Source: an optimization exercise on an open RTL-to-GDS flow (aim: small area and a short achievable clock period). Production flows keep margins and buffers that such runs may drop.
The RTL was checked by simulation tests, not by an equivalence proof against the original design.
The flow treats the clock pin as an ideal source. Dropping or thinning the clock tree relies on that and would not hold on a real chip.
Power and IR drop assume default switching activity.

==> run Z: inputs <==
## alu_top
module alu_top(clk, a, b, op, out, carry_out, over_flow, zero);
export LEC_CHECK = 0
export CAP_MARGIN = 20
export CORE_MARGIN = 2
export CORE_UTILIZATION = 40
export SLEW_MARGIN = 20
export SYNTH_HIERARCHICAL = 1
create_clock -name core_clock -period 14.5 [get_ports {clk}]
standard.sh (not shown) runs the stock make flow with config.mk's settings and CLKGATE_MAP_FILE= SYNTH_SCRIPT=/design/flow/synth_recipe.tcl, a recipe that flattens the netlist after the stock synthesis.
==> flow/flow/run.sh <==
#!/bin/bash
# The standard layout (standard.sh) with three changes to how it is made:
#  - the port buffers are sky130 buf_1 rather than the resizer's default pick;
#  - before floorplanning every combinational cell is set to drive strength 1
#    (flow/downsize.tcl), so only the resizer's timing repair sizes cells up;
#  - the timing repair aims at a setup slack margin of SETUP_MARGIN ns;
#  - the clock port drives MCTS_K buffers that each drive the flip-flops of
#    one region (flow/cts_hook.tcl), instead of TritonCTS's two-level tree.
# Each tool's output goes to ORFS's own per-step logs under orfs/logs; make's
# output goes to standard.log.
export BUFFER_PORTS_ARGS="-buffer_cell sky130_fd_sc_hd__buf_1"
export SETUP_SLACK_MARGIN=${SETUP_MARGIN:-10.9}
export PRE_FLOORPLAN_TCL=$PWD/flow/downsize.tcl
export MCTS_K=${MCTS_K:-4}
export MCTS_CELL=${MCTS_CELL:-sky130_fd_sc_hd__buf_12}
export PRE_CTS_TCL=$PWD/flow/cts_hook.tcl
bash standard.sh > standard.log 2>&1
Other scripts of this flow, unchanged in this note and not shown: flow/flow/cts_hook.tcl, flow/flow/downsize.tcl
==> inputs of run E, as changes to run Z <==
--- a/flow/flow/run.sh
+++ b/flow/flow/run.sh
@@ -9,7 +9,7 @@
 # Each tool's output goes to ORFS's own per-step logs under orfs/logs; make's
 # output goes to standard.log.
 export BUFFER_PORTS_ARGS="-buffer_cell sky130_fd_sc_hd__buf_1"
-export SETUP_SLACK_MARGIN=${SETUP_MARGIN:-10.9}
+export SETUP_SLACK_MARGIN=${SETUP_MARGIN:-10.8}
 export PRE_FLOORPLAN_TCL=$PWD/flow/downsize.tcl
 export MCTS_K=${MCTS_K:-4}
 export MCTS_CELL=${MCTS_CELL:-sky130_fd_sc_hd__buf_12}
- CORE_UTILIZATION: 40 -> 65
- PLACE_DENSITY: default -> 0.75
==> inputs of run D, as changes to run Z <==
--- a/flow/flow/run.sh
+++ b/flow/flow/run.sh
@@ -9,7 +9,7 @@
 # Each tool's output goes to ORFS's own per-step logs under orfs/logs; make's
 # output goes to standard.log.
 export BUFFER_PORTS_ARGS="-buffer_cell sky130_fd_sc_hd__buf_1"
-export SETUP_SLACK_MARGIN=${SETUP_MARGIN:-10.9}
+export SETUP_SLACK_MARGIN=${SETUP_MARGIN:-10.8}
 export PRE_FLOORPLAN_TCL=$PWD/flow/downsize.tcl
 export MCTS_K=${MCTS_K:-4}
 export MCTS_CELL=${MCTS_CELL:-sky130_fd_sc_hd__buf_12}
==> results.txt <==
metric                                                                run D                    run E                    run Z
Result of the run                                   complete, no violations  complete, no violations  complete, no violations
Internal power summed over all cells                                 467 uW                   473 uW                   469 uW
Detailed-routed wire length on met2                                 4440 um                  4610 um                  4530 um
Power density over cell area                                    139 nW/um^2              138 nW/um^2              137 nW/um^2
Global Route met1 Usage                                               22.0%                    31.5%                    22.1%
Arrival time of data at the critical path endpoint                   660 ps                   680 ps                   660 ps
# Post-CTS Setup Buffers                                                  5                        5                        6
Final net count                                                         629                      632                      632
Design Area, Final                                               5030 sq um               5120 sq um               5120 sq um
Area of placed instances                                         4690 sq um               4610 sq um               4690 sq um
Overall Power                                                        698 uW                   708 uW                   704 uW
Multi-input gate share of total cell area                             43.8%                    44.3%                    44.0%
Core Region                                                     10200 sq um               6240 sq um              10200 sq um
Achievable Freq                                                     281 MHz                  279 MHz                  281 MHz
Wire length of the first global-routing pass                       15200 um                 14200 um                 15200 um
Post-Route Utilization                                                49.4%                    82.0%                    50.3%
Metal-1 WL                                                          4040 um                  3770 um                  4100 um
Maximum single-stage delay on the critical path                      370 ps                   380 ps                   370 ps
Non-filler cells, final                                                 695                      639                      698
Share of power burned in combinational logic                          34.2%                    34.9%                    34.7%
Sequential Power Share                                                49.8%                    49.0%                    49.4%
In every run of this note, the design's own scripts or RTL, not TritonCTS, make the clock network.

[what the ideal ports hide]
How much do the figures lean on ideal ports? The routed layouts below were timed once more, with nothing changed but the port constraints. Step 1 (the two cells are an assumption about what drives the block):
set clk [get_ports {clk}]
set_driving_cell -lib_cell sky130_fd_sc_hd__clkbuf_16 $clk
set_driving_cell -lib_cell sky130_fd_sc_hd__buf_2 [delete_from_list [all_inputs] $clk]
Step 2, shift: input delay + t, output delay - t, t = (earliest + latest rising clock arrival at the registers) / 2. This alone moves slack from input paths to output paths. Three values: no drivers, after step 1, after step 2; two values: the first two.
run | t, ns | setup WS [ns] | hold slack, ns | pins driven straight from the clock port
run Z | 0.208 | 10.943 / 10.864 / 11.041 | 0.665 / 0.665 / 0.665 | 4
run E | 0.207 | 10.916 / 10.841 / 10.973 | 0.661 / 0.661 / 0.661 | 4
run D | 0.207 | 10.936 / 10.858 / 10.987 | 0.657 / 0.657 / 0.657 | 4
After both steps every run listed still meets setup and hold.
